Background: an optimization exercise with open tools, aiming at small area and a short achievable clock period. Do not read the settings as production practice.
RTL that was checked went through simulation tests only; none was proved equivalent to the original.
No activity file was given, so power comes from the tool's default toggle rates.

== v6 ==
## FloatingPointMultiplierSingle
module FloatingPointMultiplierSingle (clk,reset,en,inputA,inputB,result, OF);
clock: 11.0 ns
lec_check: 0
cap_margin: 20
core_margin: 2
core_utilization: 45
cts_buf_list: sky130_fd_sc_hd__clkbuf_4 sky130_fd_sc_hd__clkbuf_8
setup_slack_margin: 5
slew_margin: 20
tns_end_percent: 100
standard.sh (not shown) runs the stock make flow with config.mk's settings and CLKGATE_MAP_FILE= SYNTH_SCRIPT=/design/flow/synth_recipe.tcl, a recipe that flattens the netlist after the stock synthesis.
==> flow/flow/run.sh <==
#!/bin/bash
# Standard ORFS layout with two changes: Yosys's generic ABC pass before
# full-adder extraction is skipped (SYNTH_ARGS=-noabc), so the hand-written
# adder tree maps to full-adder cells without extra inverters; and the port
# buffers are buf_2 cells instead of the default delay-buffer choice.
# Registers are unchanged. ORFS writes each tool's log under orfs/logs.
set -euo pipefail
bash standard.sh SYNTH_ARGS=-noabc "BUFFER_PORTS_ARGS=-buffer_cell sky130_fd_sc_hd__buf_2" finish > standard.log 2>&1
Inputs modified between v6 and v7:
--- a/flow/design.v
+++ b/flow/design.v
@@ -916,45 +916,48 @@
 wire c868 = (1'b1 & ma[22]) | (1'b1 & pp300) | (ma[22] & pp300);
 wire s869 = c864 ^ s867;
 wire c870 = c864 & s867;
 wire s871 = ma[23] ^ ~neg11 ^ c868;
 wire c872 = (ma[23] & ~neg11) | (ma[23] & c868) | (~neg11 & c868);
 wire [69:0] pp_bits = {s871, c870, s869, c866, s865, c862, s861, c856, s855, c850, s849, c842, s841, c834, s833, c824, s823, c814, s813, c802, s801, c790, s789, c776, s775, c762, s761, c746, s745, c730, s729, c714, s713, c698, s711, s697, c680, s679, c662, s677, s661, c640, c642, s641, s639, c620, s619, c596, s595, c574, s573, c554, s571, s553, c534, s533, c514, s513, c496, s495, c478, s477, c462, c460, s461, c444, s443, c428, s427, c412};
 wire [15:0] low0 = {c398, c384, s381, c360, c350, s347, s337, c324, s321, s315, s309, s305, c302, pp26, pp2, pp1};
 wire [15:0] low1 = {s411, s397, s383, s371, s359, s349, s339, s331, s323, s317, s311, s307, s303, s301, 1'b0, neg0};
 wire [16:0] lowsum = low0 + low1;
 wire cK = lowsum[16];    
-wire [15:0] lowp = low0 ^ low1;
-wire [15:0] lowo = low0 | low1;
-wire lowzero = ~lowp[0] & (lowp[15:1] == lowo[14:0]);
+function [4:0] tz23; input [22:0] m; integer i; begin
+  tz23 = 5'd23;
+  for (i = 22; i >= 0; i = i - 1) if (m[i]) tz23 = i;
+end endfunction
+wire [5:0] tzsum = tz23(A[22:0]) + tz23(B[22:0]);
+wire sticky = tzsum < 6'd23;
 wire [8:0] e0 = {1'b0, A[30:23]} + {1'b0, B[30:23]} - 9'd127;
 wire [8:0] e1 = e0 + 9'd1;
 wire a_mz = A[22:0] == 23'd0, b_mz = B[22:0] == 23'd0;
 wire a_ef = A[30:23] == 8'hff, b_ef = B[30:23] == 8'hff;
 wire zf = (a_mz & A[30:23] == 8'h00) | (b_mz & B[30:23] == 8'h00);
 wire inf = (a_mz & a_ef) | (b_mz & b_ef);
 wire nan = (zf & inf) | (~a_mz & a_ef) | (~b_mz & b_ef);
 wire [1:0] cls = nan ? 2'b10 : zf ? 2'b00 : inf ? 2'b01 : 2'b11;
 reg [69:0] q_pp;
-reg q_cK, q_lowzero, q_sign, q_of0, q_of1;
+reg q_cK, q_sticky, q_sign, q_of0, q_of1;
 reg [7:0] q_e0;
 reg [1:0] q_cls;
 always @(posedge clk) begin
   if (reset) begin
     q_sign <= 1'b0; q_cls <= 2'b00;
   end else if (en) begin
     q_sign <= A[31] ^ B[31]; q_cls <= cls;
   end
 end
 always @(posedge clk) begin
   if (en) begin
-    q_pp <= pp_bits; q_cK <= cK; q_lowzero <= lowzero;
+    q_pp <= pp_bits; q_cK <= cK; q_sticky <= sticky;
     q_of0 <= e0[8]; q_of1 <= e1[8]; q_e0 <= e0[7:0];
   end
 end
 wire s873 = q_pp[6] ^ q_pp[7];
 wire c874 = q_pp[6] & q_pp[7];
 wire s875 = q_pp[9] ^ q_pp[10];
 wire c876 = q_pp[9] & q_pp[10];
 wire s877 = q_pp[11] ^ q_pp[12];
 wire c878 = q_pp[11] & q_pp[12];
 wire s879 = q_pp[13] ^ q_pp[14];
@@ -1124,23 +1127,21 @@
 wire G1039 = ag[25] | (ap[25] & G1011);
 wire Pg1040 = ap[25] & Pg1012;
 wire G1041 = ag[27] | (ap[27] & G999);
 wire Pg1042 = ap[27] & Pg1000;
 wire G1043 = ag[29] | (ap[29] & G1013);
 wire Pg1044 = ap[29] & Pg1014;
 wire [31:0] carry = {G991, G1043, G1013, G1041, G999, G1039, G1011, G1037, G993, G1035, G1009, G1033, G997, G1031, G1007, G1029, G987, G1027, G1005, G1025, G995, G1023, G1003, G1021, G979, G1019, G1001, G1017, G963, G1015, G931, q_cK};
 wire [31:0] P = ap ^ carry;   
 wire n = P[31];
 wire [22:0] m_sel = n ? P[30:8] : P[29:7];
-wire hizero = (ap[0] == q_cK) & (ap[6:1] == (ag[5:0] | ap[5:0]));
-wire sticky = ~(q_lowzero & hizero);    
-wire m_inc = n ? (P[7] & sticky) : P[6];
+wire m_inc = n ? (P[7] & q_sticky) : P[6];
 wire Ap1045 = m_sel[1] & m_sel[0];
 wire Ap1046 = m_sel[3] & m_sel[2];
 wire Ap1047 = m_sel[5] & m_sel[4];
 wire Ap1048 = m_sel[7] & m_sel[6];
 wire Ap1049 = m_sel[9] & m_sel[8];
 wire Ap1050 = m_sel[11] & m_sel[10];
 wire Ap1051 = m_sel[13] & m_sel[12];
 wire Ap1052 = m_sel[15] & m_sel[14];
 wire Ap1053 = m_sel[17] & m_sel[16];
 wire Ap1054 = m_sel[19] & m_sel[18];
## What came out
- Compared with v6, v7 shows a initial cell density of the core that is 0.36 points lower.
- Per the comparison of v7 with v6, clock tree cell share of total cell area essentially unchanged; wire length decreased about 4%; clock power share moved up.
- Combinational power share delta for v7 relative to v6: 1.5 points lower
- Maximum number of pins on one net before global-route repair delta for v7 relative to v6: 4 higher
- Measured against each other, v7 and v6 differ in simple-gate share of the synthesized area, the lower figure coming from v6.
- Final standard cell area without fillers, v7 vs v6: down by a few percent
- In the flow results for v7 and v6, the share of final layout cell area taken by non-clock buffers is larger on v6.
Only the layout flow was run in v6; the RTL was not checked for function there.

---

Setup of the previous run:
Another version of the RTL of FloatingPointMultiplierSingle (not shown whole).
For scale: ~1900 cells after synthesis, about 0.019 mm² of cells after synthesis.
Design FloatingPointMultiplierSingle, start of the top module:
module FloatingPointMultiplierSingle (clk,reset,en,inputA,inputB,result, OF);
clock: 11.0 ns
lec_check: 0
cap_margin: 20
core_margin: 2
core_utilization: 45
cts_buf_list: sky130_fd_sc_hd__clkbuf_4 sky130_fd_sc_hd__clkbuf_8
setup_slack_margin: 5
slew_margin: 20
tns_end_percent: 100
Scripts as last shown in full above: flow/flow/run.sh
#### Input delta (the current run over the previous run)
--- a/flow/design.v
+++ b/flow/design.v
@@ -927,34 +927,33 @@
   tz23 = 5'd23;
   for (i = 22; i >= 0; i = i - 1) if (m[i]) tz23 = i;
 end endfunction
 wire [5:0] tzsum = tz23(A[22:0]) + tz23(B[22:0]);
 wire sticky = tzsum < 6'd23;
 wire [8:0] e0 = {1'b0, A[30:23]} + {1'b0, B[30:23]} - 9'd127;
-wire [8:0] e1 = e0 + 9'd1;
 wire a_mz = A[22:0] == 23'd0, b_mz = B[22:0] == 23'd0;
 wire a_ef = A[30:23] == 8'hff, b_ef = B[30:23] == 8'hff;
 wire zf = (a_mz & A[30:23] == 8'h00) | (b_mz & B[30:23] == 8'h00);
 wire inf = (a_mz & a_ef) | (b_mz & b_ef);
 wire nan = (zf & inf) | (~a_mz & a_ef) | (~b_mz & b_ef);
 wire [1:0] cls = nan ? 2'b10 : zf ? 2'b00 : inf ? 2'b01 : 2'b11;
 reg [69:0] q_pp;
-reg q_cK, q_sticky, q_sign, q_of0, q_of1;
+reg q_cK, q_sticky, q_sign, q_of0;
 reg [7:0] q_e0;
 reg [1:0] q_cls;
 always @(posedge clk) begin
   if (reset) begin
     q_sign <= 1'b0; q_cls <= 2'b00;
   end else if (en) begin
     q_sign <= A[31] ^ B[31]; q_cls <= cls;
   end
 end
 always @(posedge clk) begin
   if (en) begin
     q_pp <= pp_bits; q_cK <= cK; q_sticky <= sticky;
-    q_of0 <= e0[8]; q_of1 <= e1[8]; q_e0 <= e0[7:0];
+    q_of0 <= e0[8]; q_e0 <= e0[7:0];
   end
 end
 wire s873 = q_pp[6] ^ q_pp[7];
 wire c874 = q_pp[6] & q_pp[7];
 wire s875 = q_pp[9] ^ q_pp[10];
 wire c876 = q_pp[9] & q_pp[10];
@@ -1172,17 +1171,16 @@
 wire Ap1079 = m_sel[18] & Ap1069;
 wire Ap1080 = m_sel[20] & Ap1065;
 wire [22:0] ones = {Ap1070, Ap1080, Ap1065, Ap1079, Ap1069, Ap1078, Ap1063, Ap1077, Ap1068, Ap1076, Ap1064, Ap1075, Ap1067, Ap1074, Ap1061, Ap1073, Ap1066, Ap1072, Ap1056, Ap1071, Ap1045, m_sel[0], 1'b1};
 wire [22:0] mant = m_sel ^ ({23{m_inc}} & ones);
 wire [7:0] expo = q_e0 + n;
 wire normal = q_cls == 2'b11;
-assign OF = normal & (n ? q_of1 : q_of0);
-wire [1:0] r_cls = reset ? 2'b00 : q_cls;
-wire r_normal = r_cls == 2'b11;
+assign OF = normal & (q_of0 ^ (n & (&q_e0)));
 wire [31:0] O;
-assign O[31] = q_sign & ~reset;
-assign O[30:23] = r_normal ? expo : (r_cls == 2'b00 ? 8'h00 : 8'hff);
-assign O[22:0] = r_normal ? mant : (r_cls == 2'b10 ? 23'h7fffff : 23'h0);
+assign O[31] = q_sign;
+assign O[30:23] = normal ? expo : (q_cls == 2'b00 ? 8'h00 : 8'hff);
+assign O[22:0] = normal ? mant : (q_cls == 2'b10 ? 23'h7fffff : 23'h0);
 always @(posedge clk) begin
-  if (en | reset) result <= O;
+  if (reset) result <= 32'd0;
+  else if (en) result <= O;
 end
 endmodule
Results
- Slowest cell on the critical path: fa_1 -> the current run, inv_2 -> the previous run
- Relative to the previous run, the current run improves area after synthesis.
- The current run reports a lower layout overhead on the synthesized area than the previous run does.
- There was hardly any difference in part of the cycle the worst path needs between the previous run and the current run.
- Changes observed in the current run relative to the previous run: non-clock buffer count lost 3, combinational cell fraction of total power -0.3 points.
- Comparing the previous run and the current run, the lower fraction of area in clock buffers and inverters is on the previous run.
- Summary of the current run over the previous run: global-route usage over all layers rose 1.6 points, worst path setup slack after routing moved down, post-route minimum period moved up.
- Of the previous run and the current run, the previous run shows the lower internal power of the cells, with the current run above it.
Function was not checked in any run of this note: the RTL went through the layout flow alone.

## re-timing with driven ports
The results above use ideal ports. As a check the final layouts listed here were re-extracted and re-timed, cells and wires unchanged. Step 1, drivers: a clkbuf_16 drives clk and a buf_2 each remaining input, both assumed. Step 2 adds t to the input delays and takes it off the output delays; t is the mean of the earliest and latest rising clock arrival at the registers after step 1. Input paths then give back, and output paths get back, about the clock's delay inside the block. Slacks: ideal / step 1 / step 2; pairs: ideal / step 1.
run | t (ns) | setup WS [ns] | hold slack, ns | worst data-port slew with drivers (ns) | cell pins on the clock port's net
v6 | 0.481 | 5.080 / 5.088 / 4.606 | 0.459 / 0.459 / 0.459 | 0.06 | 1
v7 | 0.506 | 5.120 / 5.136 / 4.630 | 0.458 / 0.458 / 0.458 | 0.07 | 1
the previous run | 0.512 | 5.089 / 5.098 / 4.605 | 0.495 / 0.495 / 0.495 | 0.05 | 1
the current run | 0.522 | 5.079 / 5.112 / 4.591 | 0.460 / 0.460 / 0.460 | 0.09 | 1
After both steps every run listed still meets setup and hold. For v7, which loses most, drivers alone change the setup slack by +0.016 ns; drivers and shift together by -0.490 ns.
